What follows belongs to an exercise in optimizing a design on an open flow for small area, a short achievable clock period and few clock cycles; a production flow would make more cautious choices. In this exercise RTL edits were held to simulation tests only and were not proved equivalent to the original. No activity file was given, so power comes from the tool's default toggle rates.

--- flow/config.mk ---
export PLATFORM = sky130hd
export DESIGN_NAME = LASER
export DESIGN_NICKNAME = LASER
export VERILOG_FILES = /design/flow/design.v
export SDC_FILE = /design/flow/constraint.sdc
export NUM_CORES = 4
export LEC_CHECK = 0
export CAP_MARGIN = 20
export CORE_MARGIN = 2
export CORE_UTILIZATION = 40
export PLACE_DENSITY = 0.6
export SLEW_MARGIN = 20
--- flow/constraint.sdc ---
create_clock -name core_clock -period 10.0 [get_ports {CLK}]
set_input_delay 2.0000 -clock core_clock [delete_from_list [all_inputs] [get_ports {CLK}]]
set_output_delay 2.0000 -clock core_clock [all_outputs]
set_load 0.01 [all_outputs]
--- flow/design.v ---
module LASER (
    input CLK,
    input RST,
    input [3:0] X,
    input [3:0] Y,
    output reg [3:0] C1X,
    output reg [3:0] C1Y,
    output reg [3:0] C2X,
    output reg [3:0] C2Y,
    output reg DONE
);
localparam S_LOAD = 3'd0, S_ISSUE = 3'd1, S_W1 = 3'd2, S_W2 = 3'd3,
           S_FIN = 3'd4, S_MEMO = 3'd5, S_DONE = 3'd6;
reg [2:0] st;
reg [5:0] lcnt;
reg [3:0] rcy;           
reg       p1;            
reg       rA;            
reg       selR;          
reg       ls;
reg [3:0] px [0:39];
reg [3:0] py [0:39];
reg       inc [0:39];    
reg [2:0] wc [0:39];     
reg [3:0] bx, by;        
reg [5:0] mr;            
reg [5:0] circ;          
wire [3:0] refx = ls ? C1X : C2X;
wire [3:0] refy = ls ? C1Y : C2Y;
integer i, k;
genvar g, u;
wire [3:0] w_cy = selR ? by : rcy;
function [2:0] rowcls(input [3:0] y, input [3:0] cy);
    reg [4:0] d;
    begin
        d = {1'b0, y} - {1'b0, cy};
        case (d)
            5'd0: rowcls = 3'd4;
            5'd1, 5'd2, 5'd30, 5'd31: rowcls = 3'd3;
            5'd3, 5'd29: rowcls = 3'd2;
            5'd4, 5'd28: rowcls = 3'd1;
            default: rowcls = 3'd0;
        endcase
    end
endfunction
reg        m_v, m_R, m_mode15, m_first;
reg [10:0] m_valid, m_selh;
reg [3:0]  m_cy;
function [11:0] winpat(input [1:0] l, input a0, input a2, input a3, input a4);
    integer kk, dd;
    begin
        for (kk = 0; kk < 12; kk = kk + 1) begin
            dd = kk - 4 - l;
            if (dd < 0) dd = -dd;
            winpat[kk] = (dd == 0) ? a0 : (dd <= 2) ? a2 : (dd == 3) ? a3 : (dd == 4) ? a4 : 1'b0;
        end
    end
endfunction
function covbit(input [11:0] P, input [3:0] H, input integer c);
    integer h;
    begin
        covbit = 1'b0;
        for (h = 0; h < 4; h = h + 1)
            if (c - 4*h + 4 >= 0 && c - 4*h + 4 < 12) covbit = covbit | (H[h] & P[c - 4*h + 4]);
    end
endfunction
wire [10:0] mask [0:39];
wire [39:0] inc_new;
wire [19:0] colA [0:10];
wire [19:0] colB [0:10];
generate
    for (g = 0; g < 40; g = g + 1) begin : PT
        wire keep = !inc[g] || m_R;
        wire a0 = keep && (wc[g] != 3'd0);
        wire a2 = keep && (wc[g] >= 3'd2);
        wire a3 = keep && (wc[g] >= 3'd3);
        wire a4 = keep && (wc[g] == 3'd4);
        wire [11:0] P = winpat(px[g][1:0], a0, a2, a3, a4);
        wire [3:0] H = 4'd1 << px[g][3:2];
        for (u = 0; u < 11; u = u + 1) begin : UN
            if (u < 2) begin : M2
                assign mask[g][u] = m_mode15 ? covbit(P, H, 15 - u) : covbit(P, H, 13 - u);
            end else begin : M1
                assign mask[g][u] = covbit(P, H, 13 - u);
            end
            if (g < 20) begin : CA assign colA[u][g] = mask[g][u]; end
            else begin : CB assign colB[u][g-20] = mask[g][u]; end
        end
        assign inc_new[g] = |(mask[g] & m_selh);
    end
endgenerate
wire [4:0] pa [0:10];
wire [4:0] pb [0:10];
generate
    for (u = 0; u < 11; u = u + 1) begin : PC
        pc20 upa (.v(colA[u]), .s(pa[u]));
        pc20 upb (.v(colB[u]), .s(pb[u]));
    end
endgenerate
wire [10:0] m_isref;
generate
    for (u = 0; u < 11; u = u + 1) begin : RF
        wire [3:0] cxu = m_mode15 ? (4'd15 - u) : (4'd13 - u);
        assign m_isref[u] = (cxu == refx) && (m_cy == refy);
    end
endgenerate
reg [4:0]  ca [0:10];
reg [4:0]  cb [0:10];
reg        s_v, s_R, s_mode15, s_first;
reg [10:0] s_valid, s_nonref, s_selh;
reg [3:0]  s_cy;
wire [5:0] cnt [0:10];
wire [10:0] att, cand, gtm, eqm;
generate
    for (u = 0; u < 11; u = u + 1) begin : SU
        assign cnt[u] = ca[u] + cb[u];
    end
    for (u = 0; u < 11; u = u + 1) begin : SC
        wire [10:0] ge;
        for (g = 0; g < 11; g = g + 1) begin : GE
            assign ge[g] = !s_valid[g] || (cnt[u] >= cnt[g]);
        end
        assign att[u] = s_R ? s_selh[u] : (s_valid[u] && (&ge));
        assign cand[u] = att[u] && s_nonref[u];
        assign gtm[u] = cnt[u] > mr;
        assign eqm[u] = cnt[u] == mr;
    end
endgenerate
reg [5:0] m_row;
reg [3:0] lidx;
reg       hasL;
always @(*) begin
    m_row = 6'd0;
    for (k = 0; k < 11; k = k + 1)
        m_row = m_row | (att[k] ? cnt[k] : 6'd0);
    lidx = 4'd0;
    hasL = 1'b0;
    for (k = 0; k < 11; k = k + 1)
        if (cand[k]) begin lidx = k; hasL = 1'b1; end
end
wire rowgt = |(att & gtm);
wire roweq = |(att & eqm);
wire [3:0] lx = (s_mode15 ? 4'd15 : 4'd13) - lidx;
reg [5:0] last, mb;
reg       improve;
reg [1:0] np;            
wire fin   = (st == S_FIN) || (st == S_MEMO);
wire memo  = (st == S_MEMO);
wire [3:0] vx = ls ? C2X : C1X;      
wire [3:0] vy = ls ? C2Y : C1Y;
wire [3:0] ox = memo ? vx : bx;
wire [3:0] oy = memo ? vy : by;
wire [5:0] om = memo ? mb : mr + circ;
wire stop = (last == om) && !improve;
wire hit  = (np == 2'd2) && (ox == vx) && (oy == vy);
always @(posedge CLK or posedge RST) begin
    if (RST) begin
        st <= S_LOAD;
        lcnt <= 6'd0;
        DONE <= 1'b0;
        m_v <= 1'b0;
        s_v <= 1'b0;
        m_R <= 1'b0;
        s_R <= 1'b0;
        selR <= 1'b0;
    end else begin
        DONE <= 1'b0;
        m_v <= (st == S_ISSUE);
        s_v <= m_v;
        m_R <= selR;
        s_R <= m_R;
        selR <= (st == S_W2);
        case (st)
            S_LOAD: begin
                lcnt <= lcnt + 6'd1;
                if (lcnt == 6'd39) st <= S_ISSUE;
            end
            S_ISSUE: if (rcy == 4'd12 && !rA) st <= S_W1;
            S_W1: st <= S_W2;
            S_W2: st <= S_FIN;
            S_FIN, S_MEMO: begin
                if (stop) begin
                    st <= S_DONE;
                    DONE <= 1'b1;
                end else if (hit) st <= S_MEMO;
                else if (st == S_FIN) st <= S_ISSUE;
            end
            S_DONE: begin
                st <= S_LOAD;
                lcnt <= 6'd0;
            end
            default: st <= S_LOAD;
        endcase
    end
end
always @(posedge CLK) begin
    for (i = 0; i < 39; i = i + 1) begin
        px[i] <= px[i+1];
        py[i] <= py[i+1];
        wc[i] <= rowcls(py[i+1], w_cy);
        inc[i] <= (st == S_LOAD) ? 1'b0 : (m_R ? inc_new[i+1] : inc[i+1]);
    end
    px[39] <= (st == S_LOAD) ? X : px[0];
    py[39] <= (st == S_LOAD) ? Y : py[0];
    wc[39] <= rowcls(py[0], w_cy);
    inc[39] <= (st == S_LOAD) ? 1'b0 : (m_R ? inc_new[0] : inc[0]);
    if (st == S_LOAD) begin
        rcy <= 4'd0;
        rA <= 1'b1;
        p1 <= 1'b1;
    end else if (st == S_ISSUE) begin
        if (rA) rA <= 1'b0;
        else rcy <= rcy + 4'd1;
    end else if (st == S_FIN) begin
        rcy <= 4'd2;
        p1 <= 1'b0;
    end
    m_mode15 <= selR ? (bx > 4'd13) : rA;
    m_selh <= 11'd1 << ((bx > 4'd13) ? 4'd15 - bx : 4'd13 - bx);
    m_first <= rA || (!p1 && rcy == 4'd2);
    m_valid <= rA ? 11'b00000000011 : (!p1 && rcy == 4'd2) ? 11'b11111111110 : 11'b11111111111;
    m_cy <= rcy;
    for (i = 0; i < 11; i = i + 1) begin
        ca[i] <= pa[i];
        cb[i] <= pb[i];
    end
    s_mode15 <= m_mode15;
    s_first <= m_first;
    s_valid <= m_valid;
    s_nonref <= ~m_isref;
    s_selh <= m_selh;
    s_cy <= m_cy;
    if (s_v) begin
        if (s_first || rowgt) begin
            mr <= m_row;
            bx <= hasL ? lx : refx;
            by <= hasL ? s_cy : refy;
        end else if (roweq && hasL) begin
            bx <= lx;
            by <= s_cy;
        end
    end
    if (st == S_LOAD) begin
        C1X <= 4'd0; C1Y <= 4'd0; C2X <= 4'd0; C2Y <= 4'd0;
        ls <= 1'b0;
        last <= 6'd0;
        improve <= 1'b1;
        np <= 2'd0;
        circ <= 6'd0;
    end else begin
        if (s_R) circ <= m_row;
        if (fin) begin
            ls <= ~ls;
            if (!ls) begin C1X <= ox; C1Y <= oy; end
            else begin C2X <= ox; C2Y <= oy; end
            mb <= last;
            if (np != 2'd2) np <= np + 2'd1;
            if (last == om) begin
                if (improve) improve <= 1'b0;
            end else last <= om;
        end
    end
end
endmodule
module pc20(input [19:0] v, output [4:0] s);
  wire t1;
  wire t2;
  wire t3;
  wire t4;
  wire t5;
  wire t6;
  wire t7;
  wire t8;
  wire t9;
  wire t10;
  wire t11;
  wire t12;
  wire t13;
  wire t14;
  wire t15;
  wire t16;
  wire t17;
  wire t18;
  wire t19;
  wire t20;
  wire t21;
  wire t22;
  wire t23;
  wire t24;
  wire t25;
  wire t26;
  wire t27;
  wire t28;
  assign t1 = v[0] ^ v[1] ^ v[2];
  assign t2 = (v[0] & v[1]) | (v[0] & v[2]) | (v[1] & v[2]);
  assign t3 = v[3] ^ v[4] ^ v[5];
  assign t4 = (v[3] & v[4]) | (v[3] & v[5]) | (v[4] & v[5]);
  assign t5 = v[6] ^ v[7] ^ v[8];
  assign t6 = (v[6] & v[7]) | (v[6] & v[8]) | (v[7] & v[8]);
  assign t7 = v[9] ^ v[10] ^ v[11];
  assign t8 = (v[9] & v[10]) | (v[9] & v[11]) | (v[10] & v[11]);
  assign t9 = v[12] ^ v[13] ^ v[14];
  assign t10 = (v[12] & v[13]) | (v[12] & v[14]) | (v[13] & v[14]);
  assign t11 = v[15] ^ v[16] ^ v[17];
  assign t12 = (v[15] & v[16]) | (v[15] & v[17]) | (v[16] & v[17]);
  assign t13 = t1 ^ t3 ^ t5;
  assign t14 = (t1 & t3) | (t1 & t5) | (t3 & t5);
  assign t15 = t7 ^ t9 ^ t11;
  assign t16 = (t7 & t9) | (t7 & t11) | (t9 & t11);
  assign t17 = t2 ^ t4 ^ t6;
  assign t18 = (t2 & t4) | (t2 & t6) | (t4 & t6);
  assign t19 = t8 ^ t10 ^ t12;
  assign t20 = (t8 & t10) | (t8 & t12) | (t10 & t12);
  assign t21 = t13 ^ t15 ^ v[18];
  assign t22 = (t13 & t15) | (t13 & v[18]) | (t15 & v[18]);
  assign t23 = t14 ^ t16 ^ t17;
  assign t24 = (t14 & t16) | (t14 & t17) | (t16 & t17);
  assign t25 = t22 ^ t23 ^ t19;
  assign t26 = (t22 & t23) | (t22 & t19) | (t23 & t19);
  assign t27 = t24 ^ t18 ^ t20;
  assign t28 = (t24 & t18) | (t24 & t20) | (t18 & t20);
  assign s = {1'b0,t28,t26,t25,t21} + {1'b0,1'b0,t27,1'b0,v[19]};
endmodule
--- flow/run.sh ---
#!/bin/bash
# synth_recipe.tcl (not shown) runs the flow's synth.tcl, then flattens the netlist and writes it again
# the make line also repeats each setting of config.mk as NAME=value (left out here)
make -C /OpenROAD-flow-scripts/flow DESIGN_CONFIG=/design/flow/config.mk WORK_HOME=/design/flow/orfs CLKGATE_MAP_FILE= SYNTH_SCRIPT=/design/flow/synth_recipe.tcl finish
==> results.txt <==
-- logic make-up (layout without fill, tap and decap cells) --
| family | after synthesis | after routing | share of synthesized area (%) |
|---|---|---|---|
| adder cells (fa/ha/maj) | 1547 | 1547 | 27.4 |
| multiplexers | 291 | 291 | 4.28 |
| buffers and inverters | 1350 | 1237 | 6.39 |
| AO/OA/AOI/OAI | 3103 | 3103 | 25.2 |
| flip-flops | 712 | 712 | 18.1 |
| AND/OR/NAND/NOR | 2665 | 2665 | 16.2 |
| other | 0 | 1 | 0 |
| XOR/XNOR | 229 | 229 | 2.51 |
-- worst paths after layout --
kind | slack [ns] | end | startpoint
min in group asynchronous | 1.70 | selR$_DFF_PP0_ | RST
worst min register to register | 0.33 | s_valid[9]$_DFF_P_ | m_valid[9]$_SDFF_PP0_
max in group asynchronous | 7.70 | m_R$_DFF_PP0_ | RST
worst min-delay path | 0.33 | s_valid[9]$_DFF_P_ | m_valid[9]$_SDFF_PP0_
worst max-delay path | 3.46 | ca[1][2]$_DFF_P_ | m_R$_DFF_PP0_
worst max register to register | 3.46 | ca[1][2]$_DFF_P_ | m_R$_DFF_PP0_
-- layout make-up --
type	count	area, um^2
multi-input cells	7835	60800
repair buffers	112	931
clock buffers	125	2550
inverters	957	3600
clock inverters	43	522
fillers	19598	113000
flip-flops and latches	712	14500
diodes	1	2.50
well taps	2656	3320
-- power groups by stage --
stage	Combinational, mW	Clock, mW	Sequential [mW]
global route	19.8	3.64	3.53
CTS	17.8	3.52	3.49
finish	18.3	3.43	3.50
detailed placement	17.6	0	3.55
floorplan	11.9	0	3.39
global placement	17.2	0	3.55
-- per-stage QoR --
| step | instances | cell area (um^2) | hold slack (ns) |
|---|---|---|---|
| 4_1_cts | 12440 | 86300 | 0.329 |
| 3_5_place_dp | 12272 | 83200 | 0.315 |
| 6_report | 12441 | 86300 | 0.328 |
| 5_1_grt | 12441 | 86300 | 0.334 |
| 2_1_floorplan | 9897 | 80400 | 0.310 |
| 3_3_place_gp | 12272 | 83200 | 0.318 |
-- layer usage --
metal / part of all wire, % / wire length (um)
met5: 0 / 0
met2: 43 / 124000
met3: 8.7 / 24900
met4: 5.2 / 14800
met1: 43 / 122000
-- layout by cell type (no fill, tap or decap), types with 113 or more instances in the layout --
| cell | n |
|---|---|
| sky130_fd_sc_hd__ha_1 | 1172 |
| sky130_fd_sc_hd__a21oi_1 | 946 |
| sky130_fd_sc_hd__inv_1 | 920 |
| sky130_fd_sc_hd__nand2_1 | 773 |
| sky130_fd_sc_hd__nor2_1 | 673 |
| sky130_fd_sc_hd__dfxtp_1 | 670 |
| sky130_fd_sc_hd__o21ai_0 | 598 |
| sky130_fd_sc_hd__fa_1 | 360 |
| sky130_fd_sc_hd__nand3_1 | 204 |
| sky130_fd_sc_hd__mux2i_1 | 201 |
| sky130_fd_sc_hd__nor3_1 | 178 |
| sky130_fd_sc_hd__nand2b_1 | 163 |
| sky130_fd_sc_hd__a21o_1 | 152 |
| sky130_fd_sc_hd__xnor2_1 | 148 |
| sky130_fd_sc_hd__nor2b_1 | 145 |
| sky130_fd_sc_hd__a31oi_1 | 145 |
| sky130_fd_sc_hd__a211oi_1 | 113 |
-- registers in the layout, indices dropped and copies added (netlist names), 11 cells and up --
register  count
inc          40
s_selh       11
py          160
px          160
m_selh       11
cb           55
wc          120
ca           55
s_nonref     11
-- worst max-delay path, cell delays in order, from the launching register on --
cell and delay [ns]:
sky130_fd_sc_hd__dfrtp_4 0.75, sky130_fd_sc_hd__buf_12 0.37, sky130_fd_sc_hd__nand2b_1 0.30, sky130_fd_sc_hd__o21ai_1 0.29, sky130_fd_sc_hd__nor2_1 0.26, sky130_fd_sc_hd__nand4b_1 0.14
sky130_fd_sc_hd__a21oi_1 0.17, sky130_fd_sc_hd__a21oi_1 0.10, sky130_fd_sc_hd__nor2_1 0.09, sky130_fd_sc_hd__a21oi_1 0.08, sky130_fd_sc_hd__mux4_2 0.48, sky130_fd_sc_hd__nor2b_1 0.28
sky130_fd_sc_hd__fa_1 0.59, sky130_fd_sc_hd__fa_1 0.63, sky130_fd_sc_hd__inv_1 0.08, sky130_fd_sc_hd__fa_1 0.41, sky130_fd_sc_hd__inv_1 0.09, sky130_fd_sc_hd__fa_1 0.42
sky130_fd_sc_hd__ha_1 0.24, sky130_fd_sc_hd__xor2_1 0.42
==> parameters.txt <==
Parameter                              Value

Global route
  Global-route track usage on met1 ... a little over a third
  Met2 demand-to-capacity share in global routing ... a little over two fifths
  Fraction of met3 tracks used by global routing ... 5.36%
  Number of antenna violations at the first check in global routing ... 6
  Maximum number of pins on one net before global-route repair ... just over 80
  Routing layer with the top usage in global route ... met2
  Total Routing Usage GR ... a little over a quarter
  Total congestion overflow after global routing ... 0
  Vias in the first global route ... a little over 70k
  Global-route wire length before repair ... about 440 mm

Timing
  Number of setup violations in the final report ... 0
  Setup repair after global routing missed its margin ... false
  Actual slew at the worst max-slew pin ... ~1.1 ns
  Count of endpoints failing hold in the final timing report ... 0
  Final worst-path cycle share ... between 60% and 70%
  Final sum of negative setup slack ... 0 ns
  Max Transition Viols Final ... 0
  Clock Skews ... between 0.06 and 0.07 ns
  Final Critical Period ... 6.54 ns
  Smallest setup slack after layout ... about 3.5 ns
  Relative max-transition margin ... between 20% and 30%
  Achievable frequency ... approximately 150 MHz

Clock network
  Skew-Pair Late Insertion Delay ... 0.77 ns
  Post-CTS Hold Buffers ... 0
  Clock sink total ... around 710
  Clk pin slew, worst setup/hold paths ... 0.06 ns
  Clock tree from TritonCTS ... yes
  Post-CTS setup buffer count ... 0
  Number of levels in the clock H-tree ... 3
  Maximum number of buffers from clock root to sink ... 3
  Total clock buffers created by CTS ... 90
  Resize count post-CTS ... 0
  CTS root buffer ... sky130_fd_sc_hd__clkbuf_16

Yosys
  Yosys synthesis warning count ... 13
  Most frequently used flop master after synthesis ... sky130_fd_sc_hd__dfxtp_1
  Cell taking the most area after synthesis ... sky130_fd_sc_hd__ha_1
  Top-count cell post-synth ... sky130_fd_sc_hd__ha_1
  Mean area per synthesized cell ... around 8.1 um^2
  Cells after Synth ... 9897
  Most area-consuming cells after synthesis ... sky130_fd_sc_hd__ha_1, sky130_fd_sc_hd__dfxtp_1, sky130_fd_sc_hd__fa_1
  Number of flops mapped to enable cells by yosys ... 20
  Ranking of synthesized cells by instance count ... sky130_fd_sc_hd__ha_1, sky130_fd_sc_hd__a21oi_1, sky130_fd_sc_hd__inv_1
  Synth cell types ... ~100
  Share of flip-flops with an asynchronous set or reset after synthesis ... 2.11%
  Portion of the post-synthesis area used by sequential elements ... a little under a fifth
  Post-synth top area share ... between 15 and 20%
  Count of state elements after synthesis ... 712
  Post-synth net total ... roughly 11k
  Mapped Area ... about 80000 um^2

Setup path
  Cell depth of the worst flop-to-flop path ... 19
  Element type at the critical path end ... flip-flop
  CP Data Required Time ... 10.58 ns
  Startpoint kind of the worst setup timing path ... flip-flop
  Type of the worst setup path ... flip-flop to flip-flop
  Data arrival time at the worst-slack endpoint ... between 7 and 8 ns
  Crit-path max FO ... 56

Floorplanning
  Vertical die dimension ... 452 um
  Starting Density ... around two fifths
  Die X ... 452 um
  Core footprint ... about 200000 um^2
  I/O pin total ... 27
  Std cell rows ... 164
  Die outline area ... ~200000 um^2

Drt
  Post-DRT Antenna Nets ... 0
  Via-to-Cell Ratio ... ~6.1
  Iteration-0 DRC count of the detailed router ... between 7k and 8k
  Final routed DRC violation total ... 0
  Routed len/inst ... 23.0 um
  Final routed wirelength across all metal layers ... about 290 mm
  Via count of the routed design ... about 76k
  Initial DRT Pass Iterations ... 9

Worst hold path
  Cell depth of the worst min-delay path ... 0
  Worst Hold Class ... flip-flop to flip-flop

Flow run
  Max-cap violations ... 0

Placed design
  Number of buffer cells added on primary ports ... 26
  Final RePlAce weighted congestion ... about 1
  Worst setup timing slack at the placement stage ... roughly 3.7 ns
  Sum of net half-perimeters after detailed placement ... around 220 mm

Pwr
  Share of power burned in combinational logic ... between 70 and 80%
  Reported net switching power ... around 13 mW
  Part of the power in the clock network ... between 10% and 20%
  Peak supply drop ... 256 uV
  Internal Pwr Total ... 12.0 mW
  Sequential fraction of design power ... 13.8%
  Net Sw Frac ... between 50 and 60%
  Leakage power summed over all cells ... 36.3 nW
  Power per unit of standard cell area ... about 290 nW/um^2
  Post-route total power ... 25.3 mW

Finish
  Final design utilization ... 43.2%
  Final nets ... ~11k
  Ratio of cells with drive above 1 in the final layout ... about 5.2%
  Synthesis-to-finish area growth ... 7.34%

Status
  Result of the run ... finished clean
Testbench counts, summed over its fixed seeds: cycles 10,017.

==> re-timing with driven ports <==
Ports are ideal in the flow. The routed layout listed here was re-timed in OpenROAD.
Step 1, drivers: a clkbuf_16 drives CLK and a buf_2 each remaining input, both assumed.
Step 2, shift: input delay + t, output delay - t, t = (earliest + latest rising clock arrival at the registers) / 2. This alone moves slack from input paths to output paths.
Slacks: no drivers / after step 1 / after step 2; pairs: no drivers / after step 1.
shift t [ns]: 0.829
setup slack, ns: 3.463 / 3.463 / 3.463
hold WS [ns]: 0.328 / 0.328 / 0.328
worst setup path after step 2: register to register
After both steps this run still meets setup and hold. The setup slack of this run moves by 0.000 ns with the drivers and by 0.000 ns with both steps.
